Context: an optimization exercise on an open-source flow, tuned for small area. The choices shown serve that exercise and are no tape-out recipe. The RTL was checked by simulation tests, not by an equivalence proof against the original design. Power is estimated from default activity; no workload was simulated.

==> inputs of v11 <==
// MAC
module MAC(
input clk,
input rst,
input [16 - 1 : 0] mac_en, 
input [16 * 16 - 1 : 0] img,
input [16 / 8 * 16 - 1 : 0] ker,
input [16 * 28 - 1 : 0] partial_output, 
output [16 * 33 - 1 : 0] result, 
output reg result_vld,
output partial_output_prepare
    );
integer j;
genvar i;
reg [1 : 0] mac_en_d [0:16-1];
always @ (posedge clk)
begin
    if (rst)
    for (j=0;j<16;j=j+1)
        mac_en_d[j] <= 0;
    else
    for (j=0;j<16;j=j+1)
        mac_en_d[j] <= {mac_en_d[j][0],mac_en[j]};
end 
assign partial_output_prepare = mac_en_d[0][1];
always @ (posedge clk)
begin
    result_vld <= mac_en_d[0][1];
end
generate for (i = 0; i < 16; i=i+1) begin :mult_add
    mult_add u_mult_add (
      .CLK(clk),     
      .CE(mac_en[i]||mac_en_d[i][1]),       
      .SCLR(rst),   
      .A(img[i * 16 +: 16]),         
      .B(ker[(i/8) *16 +: 16]),         
      .C({partial_output[i*28 +: 28]}),         
      .P(result[i*33 +: 33])         
    );
end
endgenerate 
endmodule
==> flow/config.mk <==
export PLATFORM = sky130hd
export DESIGN_NAME = MAC
export DESIGN_NICKNAME = MAC
export VERILOG_FILES = /design/flow/design.v
export SDC_FILE = /design/flow/constraint.sdc
export NUM_CORES = 4
export LEC_CHECK = 0
export ABC_CLOCK_PERIOD_IN_PS = 8500
export CAP_MARGIN = 20
export CORE_MARGIN = 2
export CORE_UTILIZATION = 65
export CTS_CLUSTER_DIAMETER = 70
export CTS_CLUSTER_SIZE = 25
export PLACE_DENSITY = 0.8
export SLEW_MARGIN = 20
export SYNTH_HIERARCHICAL = 1
export SYNTH_MINIMUM_KEEP_SIZE = 0
==> flow/constraint.sdc <==
create_clock -name core_clock -period 8.5 [get_ports {clk}]
set_input_delay 1.7000 -clock core_clock [delete_from_list [all_inputs] [get_ports {clk}]]
set_output_delay 1.7000 -clock core_clock [all_outputs]
set_load 0.01 [all_outputs]
standard.sh (not shown) runs the stock make flow with config.mk's settings and CLKGATE_MAP_FILE= SYNTH_SCRIPT=/design/flow/synth_recipe.tcl, a recipe that flattens the netlist after the stock synthesis.
==> flow/flow/run.sh <==
#!/bin/bash
# The standard layout (the standard.sh: standard synthesis, floorplan,
# placement, CTS, routing), with the ports buffered by the smallest buffer
# instead of the one buffer_ports picks on its own.
set -euo pipefail
export BUFFER_PORTS_ARGS="-buffer_cell sky130_fd_sc_hd__buf_1"
bash standard.sh synth > synth.log 2>&1
bash standard.sh finish > finish.log 2>&1
==> inputs of v19, as changes to v11 <==
==> flow/flow/run.sh (replaced) <==
#!/bin/bash
set -euo pipefail
export BUFFER_PORTS_ARGS="-buffer_cell sky130_fd_sc_hd__buf_1"
export RECOVER_POWER=100
bash standard.sh synth > synth.log 2>&1
bash standard.sh finish > finish.log 2>&1
--- a/flow/config.mk
+++ b/flow/config.mk
@@ -10,6 +10,6 @@
 export CORE_MARGIN = 2
-export CORE_UTILIZATION = 65
-export CTS_CLUSTER_DIAMETER = 70
-export CTS_CLUSTER_SIZE = 25
-export PLACE_DENSITY = 0.8
+export CORE_UTILIZATION = 55
+export CTS_CLUSTER_DIAMETER = 100
+export CTS_CLUSTER_SIZE = 30
+export PLACE_DENSITY = 0.7
 export SLEW_MARGIN = 20
==> inputs of v26, as changes to v11 <==
--- a/flow/config.mk
+++ b/flow/config.mk
@@ -10,6 +10,6 @@
 export CORE_MARGIN = 2
-export CORE_UTILIZATION = 65
+export CORE_UTILIZATION = 55
 export CTS_CLUSTER_DIAMETER = 70
 export CTS_CLUSTER_SIZE = 25
-export PLACE_DENSITY = 0.8
+export PLACE_DENSITY = 0.7
 export SLEW_MARGIN = 20
==> comparison <==
- v11 went through all stages and came out clean. v26 completed without violations. v19 completed and failed the layout checks on max-capacitance violations, max-slew violations.
- Between v26 and v19, the lower sequential share of layout area is in v26 (gap 0.15 points).
- Synthesized cell count is the same in v11 and v19.
- Of v26 and v19, v26 has the higher non-clock buffer count (gap 1).
- In sequential cell count, v19 and v26 do not differ.
- Hold slack: v26 is better than v19 (0.023 ns).
- First-iteration DRC count: v26 < v19 < v11.
==> figures <==
Worst Slack Setup Final: v11 0.859 ns; v19 0.665 ns; v26 0.775 ns
Leak Pwr: v11 52.8 nW; v19 52.5 nW; v26 53.1 nW
Critical path origin: v11 mult_add[2].u_mult_add.b_r[1]; v19 mult_add[1].u_mult_add.b_r[1]; v26 mult_add[2].u_mult_add.b_r[1]
GR Util met2: v11 67.8%; v19 60.5%; v26 60.4%
Status: v11 no timing/DRC/antenna violations; v19 finished with violations; v26 no timing/DRC/antenna violations
Violated checks: v11 -; v19 max-capacitance violations, max-slew violations; v26 -
Required time of the worst setup path: v11 9.20 ns; v19 9.14 ns; v26 9.19 ns
Final clock skew: v11 0.0407 ns; v19 0.0473 ns; v26 0.0372 ns
Final design instance area without fill: v11 138000 sq um; v19 137000 sq um; v26 139000 sq um
Proportion of total power due to net switching: v11 49.4%; v19 49.4%; v26 49.1%
Multi-input logic area: v11 101000 sq um; v19 101000 sq um; v26 101000 sq um
Cell with the biggest individual delay on the critical path: v11 nor2_2; v19 nor2_1; v26 dfxtp_1
Share of final layout cell area taken by clock buffers and inverters: v11 2.62%; v19 1.91%; v26 2.73%
Design Power: v11 45.3 mW; v19 44.1 mW; v26 45.3 mW

==> 11-22 <==
MAC, a different RTL version from the one above (not shown whole).
// MAC
module MAC(
input clk,
input rst,
input [16 - 1 : 0] mac_en, 
input [16 * 16 - 1 : 0] img,
input [16 / 8 * 16 - 1 : 0] ker,
input [16 * 28 - 1 : 0] partial_output, 
output [16 * 33 - 1 : 0] result, 
output reg result_vld,
output partial_output_prepare
    );
Settings: LEC_CHECK=0, ABC_CLOCK_PERIOD_IN_PS=8500, CAP_MARGIN=20, CORE_MARGIN=2, CORE_UTILIZATION=65, CTS_CLUSTER_DIAMETER=70, CTS_CLUSTER_SIZE=25, PLACE_DENSITY=0.8, SLEW_MARGIN=20, SYNTH_HIERARCHICAL=1, SYNTH_MINIMUM_KEEP_SIZE=0; clock period 8.5 ns.
==> flow/flow/run.sh <==
#!/bin/bash
# The standard layout (the standard.sh: standard synthesis, floorplan,
# placement, CTS, routing), with the ports buffered by the smallest buffer
# instead of the one buffer_ports picks on its own.
set -euo pipefail
export BUFFER_PORTS_ARGS="-buffer_cell sky130_fd_sc_hd__buf_1"
bash standard.sh synth > synth.log 2>&1
bash standard.sh finish > finish.log 2>&1
==> 11-28 (differences from 11-22) <==
CORE_UTILIZATION = 75   (was 65)
PLACE_DENSITY = 0.88   (was 0.8)
==> summary of the runs <==
11-22 passed the timing, DRC and antenna checks. 11-28 finished clean.
In synthesized area, 11-28 and 11-22 do not differ.
Against 11-28, the register-to-register slack of 11-22 is higher by 0.28 ns.
Of 11-22 and 11-28, 11-28 has the higher sequential share of layout area (gap 0.069 points).
Against 11-28, the die area of 11-22 is larger by about 15%.
Wire length: 11-22 is lower than 11-28 (5.2%).
In 11-22 the power is lower than in 11-28, by about 1.2%.
Synthesized cell count is the same in 11-28 and 11-22.
==> figures <==
| metric | 11-22 | 11-28 |
|---|---|---|
| Status | finished clean | finished clean |
| Combinational power | 33600 µW | 34200 µW |
| Critical Path Fanout Max | 4 | 8 |
| Overall Power | 45800 µW | 46400 µW |
| Clock-pin slew of the registers on the worst-case setup and hold paths | 0.08 ns | 0.10 ns |
| Worst rel slew slack | 25.7% | 15.1% |
| Effective utilization at floorplan | 65.4% | 75.5% |
| Post-Place Worst Slack | -0.198 ns | -0.227 ns |
| Number of global-route vias before repair | 109k | 115k |
| Setup crit start kind | primary input | flop |
| Routed wirelength normalized by instance count | 28.7 µm | 30.8 µm |
| Power attributed to sequential cells | 7230 µW | 7310 µW |
| Reg-to-reg endpoint | mult_add[7].u_mult_add.P[25] | mult_add[5].u_mult_add.P[25] |
| Fin area | 0.137 mm² | 0.136 mm² |
| Signed area change from the synthesized netlist to the final layout | 12.8% | 12.3% |
| Launch point of the worst hold path | mac_en_d[0][1] | mac_en_d[10][0] |

==> inputs of run a <==
Another version of the RTL of MAC (not shown whole).
Design MAC, start of the top module:
module MAC(
input clk,
input rst,
input [16 - 1 : 0] mac_en, 
input [16 * 16 - 1 : 0] img,
input [16 / 8 * 16 - 1 : 0] ker,
input [16 * 28 - 1 : 0] partial_output, 
output [16 * 33 - 1 : 0] result, 
output reg result_vld,
output partial_output_prepare
    );
export LEC_CHECK = 0
export ABC_CLOCK_PERIOD_IN_PS = 8500
export CAP_MARGIN = 20
export CORE_MARGIN = 2
export CORE_UTILIZATION = 55
export CTS_CLUSTER_DIAMETER = 70
export CTS_CLUSTER_SIZE = 25
export PLACE_DENSITY = 0.7
export SLEW_MARGIN = 20
export SYNTH_HIERARCHICAL = 1
export SYNTH_MINIMUM_KEEP_SIZE = 0
create_clock -name core_clock -period 8.5 [get_ports {clk}]
Scripts as last shown in full above: flow/flow/run.sh
==> run b: changes against run a <==
--- a/flow/design.v
+++ b/flow/design.v
@@ -12,14 +12,12 @@
 reg [15 : 0] b_r;
 wire e1 = CE & ~SCLR;
 wire e0 = ~(CE | SCLR);
 wire [15 : 0] a_d, b_d;
 wire [32 : 0] p_d;
-wire one0 = b_r[0] ^ 1'b0;
-wire two0 = (b_r[1] & ~b_r[0] & ~1'b0) | (~b_r[1] & b_r[0] & 1'b0);
-wire none0 = ~one0;
-wire ntwo0 = ~two0;
+wire none0 = ~b_r[0];
+wire ntwo0 = ~((b_r[1] & ~b_r[0] & ~1'b0) | (~b_r[1] & b_r[0] & 1'b0));
 wire ng0 = b_r[1] & ~(b_r[0] & 1'b0);
 wire nx0_0; xn u_x0_0 (.a(a_r[0]), .b(ng0), .y(nx0_0));
 wire nx0_1; xn u_x0_1 (.a(a_r[1]), .b(ng0), .y(nx0_1));
 wire nx0_2; xn u_x0_2 (.a(a_r[2]), .b(ng0), .y(nx0_2));
 wire nx0_3; xn u_x0_3 (.a(a_r[3]), .b(ng0), .y(nx0_3));
@@ -33,11 +31,11 @@
 wire nx0_11; xn u_x0_11 (.a(a_r[11]), .b(ng0), .y(nx0_11));
 wire nx0_12; xn u_x0_12 (.a(a_r[12]), .b(ng0), .y(nx0_12));
 wire nx0_13; xn u_x0_13 (.a(a_r[13]), .b(ng0), .y(nx0_13));
 wire nx0_14; xn u_x0_14 (.a(a_r[14]), .b(ng0), .y(nx0_14));
 wire nx0_15; xn u_x0_15 (.a(a_r[15]), .b(ng0), .y(nx0_15));
-wire pp0_0 = (one0 & ~nx0_0) | (two0 & ng0);
+wire pp0_0 = ~((none0 | nx0_0) & (ntwo0 | ~ng0));
 wire pp0_1; bpp u_pp0_1 (.na(none0), .nb(ntwo0), .xa(nx0_1), .xb(nx0_0), .pp(pp0_1));
 wire pp0_2; bpp u_pp0_2 (.na(none0), .nb(ntwo0), .xa(nx0_2), .xb(nx0_1), .pp(pp0_2));
 wire pp0_3; bpp u_pp0_3 (.na(none0), .nb(ntwo0), .xa(nx0_3), .xb(nx0_2), .pp(pp0_3));
 wire pp0_4; bpp u_pp0_4 (.na(none0), .nb(ntwo0), .xa(nx0_4), .xb(nx0_3), .pp(pp0_4));
 wire pp0_5; bpp u_pp0_5 (.na(none0), .nb(ntwo0), .xa(nx0_5), .xb(nx0_4), .pp(pp0_5));
@@ -49,15 +47,13 @@
 wire pp0_11; bpp u_pp0_11 (.na(none0), .nb(ntwo0), .xa(nx0_11), .xb(nx0_10), .pp(pp0_11));
 wire pp0_12; bpp u_pp0_12 (.na(none0), .nb(ntwo0), .xa(nx0_12), .xb(nx0_11), .pp(pp0_12));
 wire pp0_13; bpp u_pp0_13 (.na(none0), .nb(ntwo0), .xa(nx0_13), .xb(nx0_12), .pp(pp0_13));
 wire pp0_14; bpp u_pp0_14 (.na(none0), .nb(ntwo0), .xa(nx0_14), .xb(nx0_13), .pp(pp0_14));
 wire pp0_15; bpp u_pp0_15 (.na(none0), .nb(ntwo0), .xa(nx0_15), .xb(nx0_14), .pp(pp0_15));
-wire pp0_16 = ~((one0 | two0) & ~nx0_15);
-wire one1 = b_r[2] ^ b_r[1];
-wire two1 = (b_r[3] & ~b_r[2] & ~b_r[1]) | (~b_r[3] & b_r[2] & b_r[1]);
-wire none1 = ~one1;
-wire ntwo1 = ~two1;
+wire pp0_16 = (none0 & ntwo0) | nx0_15;
+wire none1; xn u_none1 (.a(b_r[2]), .b(b_r[1]), .y(none1));
+wire ntwo1 = ~((b_r[3] & ~b_r[2] & ~b_r[1]) | (~b_r[3] & b_r[2] & b_r[1]));
 wire ng1 = b_r[3] & ~(b_r[2] & b_r[1]);
 wire nx1_0; xn u_x1_0 (.a(a_r[0]), .b(ng1), .y(nx1_0));
 wire nx1_1; xn u_x1_1 (.a(a_r[1]), .b(ng1), .y(nx1_1));
 wire nx1_2; xn u_x1_2 (.a(a_r[2]), .b(ng1), .y(nx1_2));
 wire nx1_3; xn u_x1_3 (.a(a_r[3]), .b(ng1), .y(nx1_3));
@@ -71,11 +67,11 @@
 wire nx1_11; xn u_x1_11 (.a(a_r[11]), .b(ng1), .y(nx1_11));
 wire nx1_12; xn u_x1_12 (.a(a_r[12]), .b(ng1), .y(nx1_12));
 wire nx1_13; xn u_x1_13 (.a(a_r[13]), .b(ng1), .y(nx1_13));
 wire nx1_14; xn u_x1_14 (.a(a_r[14]), .b(ng1), .y(nx1_14));
 wire nx1_15; xn u_x1_15 (.a(a_r[15]), .b(ng1), .y(nx1_15));
-wire pp1_0 = (one1 & ~nx1_0) | (two1 & ng1);
+wire pp1_0 = ~((none1 | nx1_0) & (ntwo1 | ~ng1));
 wire pp1_1; bpp u_pp1_1 (.na(none1), .nb(ntwo1), .xa(nx1_1), .xb(nx1_0), .pp(pp1_1));
 wire pp1_2; bpp u_pp1_2 (.na(none1), .nb(ntwo1), .xa(nx1_2), .xb(nx1_1), .pp(pp1_2));
 wire pp1_3; bpp u_pp1_3 (.na(none1), .nb(ntwo1), .xa(nx1_3), .xb(nx1_2), .pp(pp1_3));
 wire pp1_4; bpp u_pp1_4 (.na(none1), .nb(ntwo1), .xa(nx1_4), .xb(nx1_3), .pp(pp1_4));
 wire pp1_5; bpp u_pp1_5 (.na(none1), .nb(ntwo1), .xa(nx1_5), .xb(nx1_4), .pp(pp1_5));
@@ -87,15 +83,13 @@
 wire pp1_11; bpp u_pp1_11 (.na(none1), .nb(ntwo1), .xa(nx1_11), .xb(nx1_10), .pp(pp1_11));
 wire pp1_12; bpp u_pp1_12 (.na(none1), .nb(ntwo1), .xa(nx1_12), .xb(nx1_11), .pp(pp1_12));
 wire pp1_13; bpp u_pp1_13 (.na(none1), .nb(ntwo1), .xa(nx1_13), .xb(nx1_12), .pp(pp1_13));
 wire pp1_14; bpp u_pp1_14 (.na(none1), .nb(ntwo1), .xa(nx1_14), .xb(nx1_13), .pp(pp1_14));
 wire pp1_15; bpp u_pp1_15 (.na(none1), .nb(ntwo1), .xa(nx1_15), .xb(nx1_14), .pp(pp1_15));
-wire pp1_16 = ~((one1 | two1) & ~nx1_15);
-wire one2 = b_r[4] ^ b_r[3];
-wire two2 = (b_r[5] & ~b_r[4] & ~b_r[3]) | (~b_r[5] & b_r[4] & b_r[3]);
-wire none2 = ~one2;
-wire ntwo2 = ~two2;
+wire pp1_16 = (none1 & ntwo1) | nx1_15;
+wire none2; xn u_none2 (.a(b_r[4]), .b(b_r[3]), .y(none2));
+wire ntwo2 = ~((b_r[5] & ~b_r[4] & ~b_r[3]) | (~b_r[5] & b_r[4] & b_r[3]));
 wire ng2 = b_r[5] & ~(b_r[4] & b_r[3]);
 wire nx2_0; xn u_x2_0 (.a(a_r[0]), .b(ng2), .y(nx2_0));
 wire nx2_1; xn u_x2_1 (.a(a_r[1]), .b(ng2), .y(nx2_1));
 wire nx2_2; xn u_x2_2 (.a(a_r[2]), .b(ng2), .y(nx2_2));
 wire nx2_3; xn u_x2_3 (.a(a_r[3]), .b(ng2), .y(nx2_3));
@@ -109,11 +103,11 @@
 wire nx2_11; xn u_x2_11 (.a(a_r[11]), .b(ng2), .y(nx2_11));
 wire nx2_12; xn u_x2_12 (.a(a_r[12]), .b(ng2), .y(nx2_12));
 wire nx2_13; xn u_x2_13 (.a(a_r[13]), .b(ng2), .y(nx2_13));
 wire nx2_14; xn u_x2_14 (.a(a_r[14]), .b(ng2), .y(nx2_14));
 wire nx2_15; xn u_x2_15 (.a(a_r[15]), .b(ng2), .y(nx2_15));
-wire pp2_0 = (one2 & ~nx2_0) | (two2 & ng2);
+wire pp2_0 = ~((none2 | nx2_0) & (ntwo2 | ~ng2));
 wire pp2_1; bpp u_pp2_1 (.na(none2), .nb(ntwo2), .xa(nx2_1), .xb(nx2_0), .pp(pp2_1));
 wire pp2_2; bpp u_pp2_2 (.na(none2), .nb(ntwo2), .xa(nx2_2), .xb(nx2_1), .pp(pp2_2));
 wire pp2_3; bpp u_pp2_3 (.na(none2), .nb(ntwo2), .xa(nx2_3), .xb(nx2_2), .pp(pp2_3));
 wire pp2_4; bpp u_pp2_4 (.na(none2), .nb(ntwo2), .xa(nx2_4), .xb(nx2_3), .pp(pp2_4));
 wire pp2_5; bpp u_pp2_5 (.na(none2), .nb(ntwo2), .xa(nx2_5), .xb(nx2_4), .pp(pp2_5));
@@ -125,15 +119,13 @@
 wire pp2_11; bpp u_pp2_11 (.na(none2), .nb(ntwo2), .xa(nx2_11), .xb(nx2_10), .pp(pp2_11));
 wire pp2_12; bpp u_pp2_12 (.na(none2), .nb(ntwo2), .xa(nx2_12), .xb(nx2_11), .pp(pp2_12));
 wire pp2_13; bpp u_pp2_13 (.na(none2), .nb(ntwo2), .xa(nx2_13), .xb(nx2_12), .pp(pp2_13));
 wire pp2_14; bpp u_pp2_14 (.na(none2), .nb(ntwo2), .xa(nx2_14), .xb(nx2_13), .pp(pp2_14));
 wire pp2_15; bpp u_pp2_15 (.na(none2), .nb(ntwo2), .xa(nx2_15), .xb(nx2_14), .pp(pp2_15));
-wire pp2_16 = ~((one2 | two2) & ~nx2_15);
-wire one3 = b_r[6] ^ b_r[5];
-wire two3 = (b_r[7] & ~b_r[6] & ~b_r[5]) | (~b_r[7] & b_r[6] & b_r[5]);
-wire none3 = ~one3;
-wire ntwo3 = ~two3;
+wire pp2_16 = (none2 & ntwo2) | nx2_15;
+wire none3; xn u_none3 (.a(b_r[6]), .b(b_r[5]), .y(none3));
+wire ntwo3 = ~((b_r[7] & ~b_r[6] & ~b_r[5]) | (~b_r[7] & b_r[6] & b_r[5]));
 wire ng3 = b_r[7] & ~(b_r[6] & b_r[5]);
 wire nx3_0; xn u_x3_0 (.a(a_r[0]), .b(ng3), .y(nx3_0));
 wire nx3_1; xn u_x3_1 (.a(a_r[1]), .b(ng3), .y(nx3_1));
 wire nx3_2; xn u_x3_2 (.a(a_r[2]), .b(ng3), .y(nx3_2));
 wire nx3_3; xn u_x3_3 (.a(a_r[3]), .b(ng3), .y(nx3_3));
@@ -147,11 +139,11 @@
 wire nx3_11; xn u_x3_11 (.a(a_r[11]), .b(ng3), .y(nx3_11));
 wire nx3_12; xn u_x3_12 (.a(a_r[12]), .b(ng3), .y(nx3_12));
 wire nx3_13; xn u_x3_13 (.a(a_r[13]), .b(ng3), .y(nx3_13));
 wire nx3_14; xn u_x3_14 (.a(a_r[14]), .b(ng3), .y(nx3_14));
 wire nx3_15; xn u_x3_15 (.a(a_r[15]), .b(ng3), .y(nx3_15));
-wire pp3_0 = (one3 & ~nx3_0) | (two3 & ng3);
+wire pp3_0 = ~((none3 | nx3_0) & (ntwo3 | ~ng3));
 wire pp3_1; bpp u_pp3_1 (.na(none3), .nb(ntwo3), .xa(nx3_1), .xb(nx3_0), .pp(pp3_1));
 wire pp3_2; bpp u_pp3_2 (.na(none3), .nb(ntwo3), .xa(nx3_2), .xb(nx3_1), .pp(pp3_2));
 wire pp3_3; bpp u_pp3_3 (.na(none3), .nb(ntwo3), .xa(nx3_3), .xb(nx3_2), .pp(pp3_3));
 wire pp3_4; bpp u_pp3_4 (.na(none3), .nb(ntwo3), .xa(nx3_4), .xb(nx3_3), .pp(pp3_4));
 wire pp3_5; bpp u_pp3_5 (.na(none3), .nb(ntwo3), .xa(nx3_5), .xb(nx3_4), .pp(pp3_5));
@@ -163,15 +155,13 @@
 wire pp3_11; bpp u_pp3_11 (.na(none3), .nb(ntwo3), .xa(nx3_11), .xb(nx3_10), .pp(pp3_11));
 wire pp3_12; bpp u_pp3_12 (.na(none3), .nb(ntwo3), .xa(nx3_12), .xb(nx3_11), .pp(pp3_12));
 wire pp3_13; bpp u_pp3_13 (.na(none3), .nb(ntwo3), .xa(nx3_13), .xb(nx3_12), .pp(pp3_13));
 wire pp3_14; bpp u_pp3_14 (.na(none3), .nb(ntwo3), .xa(nx3_14), .xb(nx3_13), .pp(pp3_14));
 wire pp3_15; bpp u_pp3_15 (.na(none3), .nb(ntwo3), .xa(nx3_15), .xb(nx3_14), .pp(pp3_15));
-wire pp3_16 = ~((one3 | two3) & ~nx3_15);
-wire one4 = b_r[8] ^ b_r[7];
-wire two4 = (b_r[9] & ~b_r[8] & ~b_r[7]) | (~b_r[9] & b_r[8] & b_r[7]);
-wire none4 = ~one4;
-wire ntwo4 = ~two4;
+wire pp3_16 = (none3 & ntwo3) | nx3_15;
+wire none4; xn u_none4 (.a(b_r[8]), .b(b_r[7]), .y(none4));
+wire ntwo4 = ~((b_r[9] & ~b_r[8] & ~b_r[7]) | (~b_r[9] & b_r[8] & b_r[7]));
 wire ng4 = b_r[9] & ~(b_r[8] & b_r[7]);
 wire nx4_0; xn u_x4_0 (.a(a_r[0]), .b(ng4), .y(nx4_0));
 wire nx4_1; xn u_x4_1 (.a(a_r[1]), .b(ng4), .y(nx4_1));
 wire nx4_2; xn u_x4_2 (.a(a_r[2]), .b(ng4), .y(nx4_2));
 wire nx4_3; xn u_x4_3 (.a(a_r[3]), .b(ng4), .y(nx4_3));
@@ -185,11 +175,11 @@
 wire nx4_11; xn u_x4_11 (.a(a_r[11]), .b(ng4), .y(nx4_11));
 wire nx4_12; xn u_x4_12 (.a(a_r[12]), .b(ng4), .y(nx4_12));
 wire nx4_13; xn u_x4_13 (.a(a_r[13]), .b(ng4), .y(nx4_13));
 wire nx4_14; xn u_x4_14 (.a(a_r[14]), .b(ng4), .y(nx4_14));
 wire nx4_15; xn u_x4_15 (.a(a_r[15]), .b(ng4), .y(nx4_15));
-wire pp4_0 = (one4 & ~nx4_0) | (two4 & ng4);
+wire pp4_0 = ~((none4 | nx4_0) & (ntwo4 | ~ng4));
 wire pp4_1; bpp u_pp4_1 (.na(none4), .nb(ntwo4), .xa(nx4_1), .xb(nx4_0), .pp(pp4_1));
 wire pp4_2; bpp u_pp4_2 (.na(none4), .nb(ntwo4), .xa(nx4_2), .xb(nx4_1), .pp(pp4_2));
 wire pp4_3; bpp u_pp4_3 (.na(none4), .nb(ntwo4), .xa(nx4_3), .xb(nx4_2), .pp(pp4_3));
 wire pp4_4; bpp u_pp4_4 (.na(none4), .nb(ntwo4), .xa(nx4_4), .xb(nx4_3), .pp(pp4_4));
 wire pp4_5; bpp u_pp4_5 (.na(none4), .nb(ntwo4), .xa(nx4_5), .xb(nx4_4), .pp(pp4_5));
@@ -201,15 +191,13 @@
 wire pp4_11; bpp u_pp4_11 (.na(none4), .nb(ntwo4), .xa(nx4_11), .xb(nx4_10), .pp(pp4_11));
 wire pp4_12; bpp u_pp4_12 (.na(none4), .nb(ntwo4), .xa(nx4_12), .xb(nx4_11), .pp(pp4_12));
 wire pp4_13; bpp u_pp4_13 (.na(none4), .nb(ntwo4), .xa(nx4_13), .xb(nx4_12), .pp(pp4_13));
 wire pp4_14; bpp u_pp4_14 (.na(none4), .nb(ntwo4), .xa(nx4_14), .xb(nx4_13), .pp(pp4_14));
 wire pp4_15; bpp u_pp4_15 (.na(none4), .nb(ntwo4), .xa(nx4_15), .xb(nx4_14), .pp(pp4_15));
-wire pp4_16 = ~((one4 | two4) & ~nx4_15);
-wire one5 = b_r[10] ^ b_r[9];
-wire two5 = (b_r[11] & ~b_r[10] & ~b_r[9]) | (~b_r[11] & b_r[10] & b_r[9]);
-wire none5 = ~one5;
-wire ntwo5 = ~two5;
+wire pp4_16 = (none4 & ntwo4) | nx4_15;
+wire none5; xn u_none5 (.a(b_r[10]), .b(b_r[9]), .y(none5));
+wire ntwo5 = ~((b_r[11] & ~b_r[10] & ~b_r[9]) | (~b_r[11] & b_r[10] & b_r[9]));
 wire ng5 = b_r[11] & ~(b_r[10] & b_r[9]);
 wire nx5_0; xn u_x5_0 (.a(a_r[0]), .b(ng5), .y(nx5_0));
 wire nx5_1; xn u_x5_1 (.a(a_r[1]), .b(ng5), .y(nx5_1));
 wire nx5_2; xn u_x5_2 (.a(a_r[2]), .b(ng5), .y(nx5_2));
 wire nx5_3; xn u_x5_3 (.a(a_r[3]), .b(ng5), .y(nx5_3));
@@ -223,11 +211,11 @@
 wire nx5_11; xn u_x5_11 (.a(a_r[11]), .b(ng5), .y(nx5_11));
 wire nx5_12; xn u_x5_12 (.a(a_r[12]), .b(ng5), .y(nx5_12));
 wire nx5_13; xn u_x5_13 (.a(a_r[13]), .b(ng5), .y(nx5_13));
 wire nx5_14; xn u_x5_14 (.a(a_r[14]), .b(ng5), .y(nx5_14));
 wire nx5_15; xn u_x5_15 (.a(a_r[15]), .b(ng5), .y(nx5_15));
-wire pp5_0 = (one5 & ~nx5_0) | (two5 & ng5);
+wire pp5_0 = ~((none5 | nx5_0) & (ntwo5 | ~ng5));
 wire pp5_1; bpp u_pp5_1 (.na(none5), .nb(ntwo5), .xa(nx5_1), .xb(nx5_0), .pp(pp5_1));
 wire pp5_2; bpp u_pp5_2 (.na(none5), .nb(ntwo5), .xa(nx5_2), .xb(nx5_1), .pp(pp5_2));
 wire pp5_3; bpp u_pp5_3 (.na(none5), .nb(ntwo5), .xa(nx5_3), .xb(nx5_2), .pp(pp5_3));
 wire pp5_4; bpp u_pp5_4 (.na(none5), .nb(ntwo5), .xa(nx5_4), .xb(nx5_3), .pp(pp5_4));
 wire pp5_5; bpp u_pp5_5 (.na(none5), .nb(ntwo5), .xa(nx5_5), .xb(nx5_4), .pp(pp5_5));
@@ -239,15 +227,13 @@
 wire pp5_11; bpp u_pp5_11 (.na(none5), .nb(ntwo5), .xa(nx5_11), .xb(nx5_10), .pp(pp5_11));
 wire pp5_12; bpp u_pp5_12 (.na(none5), .nb(ntwo5), .xa(nx5_12), .xb(nx5_11), .pp(pp5_12));
 wire pp5_13; bpp u_pp5_13 (.na(none5), .nb(ntwo5), .xa(nx5_13), .xb(nx5_12), .pp(pp5_13));
 wire pp5_14; bpp u_pp5_14 (.na(none5), .nb(ntwo5), .xa(nx5_14), .xb(nx5_13), .pp(pp5_14));
 wire pp5_15; bpp u_pp5_15 (.na(none5), .nb(ntwo5), .xa(nx5_15), .xb(nx5_14), .pp(pp5_15));
-wire pp5_16 = ~((one5 | two5) & ~nx5_15);
-wire one6 = b_r[12] ^ b_r[11];
-wire two6 = (b_r[13] & ~b_r[12] & ~b_r[11]) | (~b_r[13] & b_r[12] & b_r[11]);
-wire none6 = ~one6;
-wire ntwo6 = ~two6;
+wire pp5_16 = (none5 & ntwo5) | nx5_15;
+wire none6; xn u_none6 (.a(b_r[12]), .b(b_r[11]), .y(none6));
+wire ntwo6 = ~((b_r[13] & ~b_r[12] & ~b_r[11]) | (~b_r[13] & b_r[12] & b_r[11]));
 wire ng6 = b_r[13] & ~(b_r[12] & b_r[11]);
 wire nx6_0; xn u_x6_0 (.a(a_r[0]), .b(ng6), .y(nx6_0));
 wire nx6_1; xn u_x6_1 (.a(a_r[1]), .b(ng6), .y(nx6_1));
 wire nx6_2; xn u_x6_2 (.a(a_r[2]), .b(ng6), .y(nx6_2));
 wire nx6_3; xn u_x6_3 (.a(a_r[3]), .b(ng6), .y(nx6_3));
@@ -261,11 +247,11 @@
 wire nx6_11; xn u_x6_11 (.a(a_r[11]), .b(ng6), .y(nx6_11));
 wire nx6_12; xn u_x6_12 (.a(a_r[12]), .b(ng6), .y(nx6_12));
 wire nx6_13; xn u_x6_13 (.a(a_r[13]), .b(ng6), .y(nx6_13));
 wire nx6_14; xn u_x6_14 (.a(a_r[14]), .b(ng6), .y(nx6_14));
 wire nx6_15; xn u_x6_15 (.a(a_r[15]), .b(ng6), .y(nx6_15));
-wire pp6_0 = (one6 & ~nx6_0) | (two6 & ng6);
+wire pp6_0 = ~((none6 | nx6_0) & (ntwo6 | ~ng6));
 wire pp6_1; bpp u_pp6_1 (.na(none6), .nb(ntwo6), .xa(nx6_1), .xb(nx6_0), .pp(pp6_1));
 wire pp6_2; bpp u_pp6_2 (.na(none6), .nb(ntwo6), .xa(nx6_2), .xb(nx6_1), .pp(pp6_2));
 wire pp6_3; bpp u_pp6_3 (.na(none6), .nb(ntwo6), .xa(nx6_3), .xb(nx6_2), .pp(pp6_3));
 wire pp6_4; bpp u_pp6_4 (.na(none6), .nb(ntwo6), .xa(nx6_4), .xb(nx6_3), .pp(pp6_4));
 wire pp6_5; bpp u_pp6_5 (.na(none6), .nb(ntwo6), .xa(nx6_5), .xb(nx6_4), .pp(pp6_5));
@@ -277,15 +263,13 @@
 wire pp6_11; bpp u_pp6_11 (.na(none6), .nb(ntwo6), .xa(nx6_11), .xb(nx6_10), .pp(pp6_11));
 wire pp6_12; bpp u_pp6_12 (.na(none6), .nb(ntwo6), .xa(nx6_12), .xb(nx6_11), .pp(pp6_12));
 wire pp6_13; bpp u_pp6_13 (.na(none6), .nb(ntwo6), .xa(nx6_13), .xb(nx6_12), .pp(pp6_13));
 wire pp6_14; bpp u_pp6_14 (.na(none6), .nb(ntwo6), .xa(nx6_14), .xb(nx6_13), .pp(pp6_14));
 wire pp6_15; bpp u_pp6_15 (.na(none6), .nb(ntwo6), .xa(nx6_15), .xb(nx6_14), .pp(pp6_15));
-wire pp6_16 = ~((one6 | two6) & ~nx6_15);
-wire one7 = b_r[14] ^ b_r[13];
-wire two7 = (b_r[15] & ~b_r[14] & ~b_r[13]) | (~b_r[15] & b_r[14] & b_r[13]);
-wire none7 = ~one7;
-wire ntwo7 = ~two7;
+wire pp6_16 = (none6 & ntwo6) | nx6_15;
+wire none7; xn u_none7 (.a(b_r[14]), .b(b_r[13]), .y(none7));
+wire ntwo7 = ~((b_r[15] & ~b_r[14] & ~b_r[13]) | (~b_r[15] & b_r[14] & b_r[13]));
 wire ng7 = b_r[15] & ~(b_r[14] & b_r[13]);
 wire nx7_0; xn u_x7_0 (.a(a_r[0]), .b(ng7), .y(nx7_0));
 wire nx7_1; xn u_x7_1 (.a(a_r[1]), .b(ng7), .y(nx7_1));
 wire nx7_2; xn u_x7_2 (.a(a_r[2]), .b(ng7), .y(nx7_2));
 wire nx7_3; xn u_x7_3 (.a(a_r[3]), .b(ng7), .y(nx7_3));
@@ -299,11 +283,11 @@
 wire nx7_11; xn u_x7_11 (.a(a_r[11]), .b(ng7), .y(nx7_11));
 wire nx7_12; xn u_x7_12 (.a(a_r[12]), .b(ng7), .y(nx7_12));
 wire nx7_13; xn u_x7_13 (.a(a_r[13]), .b(ng7), .y(nx7_13));
 wire nx7_14; xn u_x7_14 (.a(a_r[14]), .b(ng7), .y(nx7_14));
 wire nx7_15; xn u_x7_15 (.a(a_r[15]), .b(ng7), .y(nx7_15));
-wire pp7_0 = (one7 & ~nx7_0) | (two7 & ng7);
+wire pp7_0 = ~((none7 | nx7_0) & (ntwo7 | ~ng7));
 wire pp7_1; bpp u_pp7_1 (.na(none7), .nb(ntwo7), .xa(nx7_1), .xb(nx7_0), .pp(pp7_1));
 wire pp7_2; bpp u_pp7_2 (.na(none7), .nb(ntwo7), .xa(nx7_2), .xb(nx7_1), .pp(pp7_2));
 wire pp7_3; bpp u_pp7_3 (.na(none7), .nb(ntwo7), .xa(nx7_3), .xb(nx7_2), .pp(pp7_3));
 wire pp7_4; bpp u_pp7_4 (.na(none7), .nb(ntwo7), .xa(nx7_4), .xb(nx7_3), .pp(pp7_4));
 wire pp7_5; bpp u_pp7_5 (.na(none7), .nb(ntwo7), .xa(nx7_5), .xb(nx7_4), .pp(pp7_5));
@@ -315,11 +299,11 @@
 wire pp7_11; bpp u_pp7_11 (.na(none7), .nb(ntwo7), .xa(nx7_11), .xb(nx7_10), .pp(pp7_11));
 wire pp7_12; bpp u_pp7_12 (.na(none7), .nb(ntwo7), .xa(nx7_12), .xb(nx7_11), .pp(pp7_12));
 wire pp7_13; bpp u_pp7_13 (.na(none7), .nb(ntwo7), .xa(nx7_13), .xb(nx7_12), .pp(pp7_13));
 wire pp7_14; bpp u_pp7_14 (.na(none7), .nb(ntwo7), .xa(nx7_14), .xb(nx7_13), .pp(pp7_14));
 wire pp7_15; bpp u_pp7_15 (.na(none7), .nb(ntwo7), .xa(nx7_15), .xb(nx7_14), .pp(pp7_15));
-wire pp7_16 = ~((one7 | two7) & ~nx7_15);
+wire pp7_16 = (none7 & ntwo7) | nx7_15;
 wire c27n = ~C[27];
 wire s1, c2; fa u_s1 (.a(C[0]), .b(ng0), .ci(pp0_0), .s(s1), .co(c2));
 wire s3, c4; fa u_s3 (.a(C[1]), .b(pp0_1), .ci(c2), .s(s3), .co(c4));
 wire s5, c6; fa u_s5 (.a(C[2]), .b(ng1), .ci(pp0_2), .s(s5), .co(c6));
 wire s7, c8; fa u_s7 (.a(pp1_0), .b(s5), .ci(c4), .s(s7), .co(c8));
==> flow/config.mk (replaced) <==
export PLATFORM = sky130hd
export DESIGN_NAME = MAC
export DESIGN_NICKNAME = MAC
export VERILOG_FILES = /design/flow/design.v
export SDC_FILE = /design/flow/constraint.sdc
export NUM_CORES = 4
export LEC_CHECK = 0
export ABC_CLOCK_PERIOD_IN_PS = 8500
export CAP_MARGIN = 20
export CORE_MARGIN = 2
export CORE_UTILIZATION = 70
export CTS_CLUSTER_DIAMETER = 85
export CTS_CLUSTER_SIZE = 30
export PLACE_DENSITY = 0.84
export SLEW_MARGIN = 20
export SYNTH_HIERARCHICAL = 1
export SYNTH_MINIMUM_KEEP_SIZE = 0
==> impl_metrics.tcl <==
set metrics [dict create \
    clock_latency_ns 0.80 \
    fin_cells 15945 \
    dieArea_um2 227000 \
    status "complete, no violations" \
    multi_input_area_share_pct 72.8 \
    ys_seq_area_share_pct 17.5 \
    cp_cell_sequence "ha_1, nor2_2, fa_1, fa_1, fa_1, fa_1, fa_1, fa_1, fa_1, fa_1, fa_1, fa_1, ha_1, a21o_1, a22o_1, a41o_4, a21oi_1, o21ai_1, xor2_1, a22o_1" \
    via_per_inst 6.56 \
    wl_met2_mm 203 \
    multi_input_cells 9712 \
    taps 2975 \
]
That was run a.
==> impl_metrics.tcl <==
set metrics [dict create \
    cp_cell_sequence "buf_4, nand2_1, o22ai_1, fa_1, fa_1, fa_1, fa_1, fa_1, fa_1, fa_1, fa_1, fa_1, fa_1, ha_1, a21o_1, a22o_1, a41o_4, a2111oi_4, o21bai_1, xor2_1, a22o_1" \
    dieArea_um2 177000 \
    ys_seq_area_share_pct 17.7 \
    wl_met2_mm 197 \
    multi_input_area_share_pct 74.3 \
    via_per_inst 7.27 \
    p_seq_mw 7.33 \
    area_growth_pct 10.6 \
    critPathArrivalTime_ns 8.73 \
    nClkBuffers 73 \
    fin_cells 15101 \
    status "complete, no violations" \
    multi_input_cells 9824 \
    synth_area_um2 122000 \
    taps 2310 \
]
That was run b.

==> static timing again, ports no longer ideal <==
The results above use ideal ports. As a check the final layouts listed here were re-extracted and re-timed, cells and wires unchanged.
Step 1 sets driving cells, clkbuf_16 on the clock port and buf_2 on the other inputs (assumed; they add their load-dependent delay and slew).
Step 2 times the ports against the registers' clock, not the clock port: input delays grow and output delays shrink by t, the midpoint of the rising clock arrivals with the driver on.
a / b / c = no drivers / after step 1 / after step 2; a / b = the first two.
run | shift t [ns] | setup slack, ns | hold slack, ns
v11 | 0.891 | 0.859 / 0.859 / 0.427 | 0.444 / 0.444 / 0.444
v19 | 0.856 | 0.665 / 0.665 / -0.095 | 0.416 / 0.416 / 0.416
v26 | 0.889 | 0.775 / 0.775 / 0.428 | 0.440 / 0.440 / 0.440
11-22 | 0.894 | 0.418 / 0.482 / -0.390 | 0.410 / 0.410 / 0.410
11-28 | 0.878 | 0.205 / 0.205 / -0.495 | 0.446 / 0.446 / 0.446
run a | 0.884 | 0.681 / 0.681 / 0.000 | 0.447 / 0.447 / 0.447
run b | 0.851 | 0.430 / 0.430 / -0.137 | 0.390 / 0.390 / 0.390
The setup slack of 11-22, which loses most, moves by +0.064 ns with the drivers and by -0.808 ns with both steps.
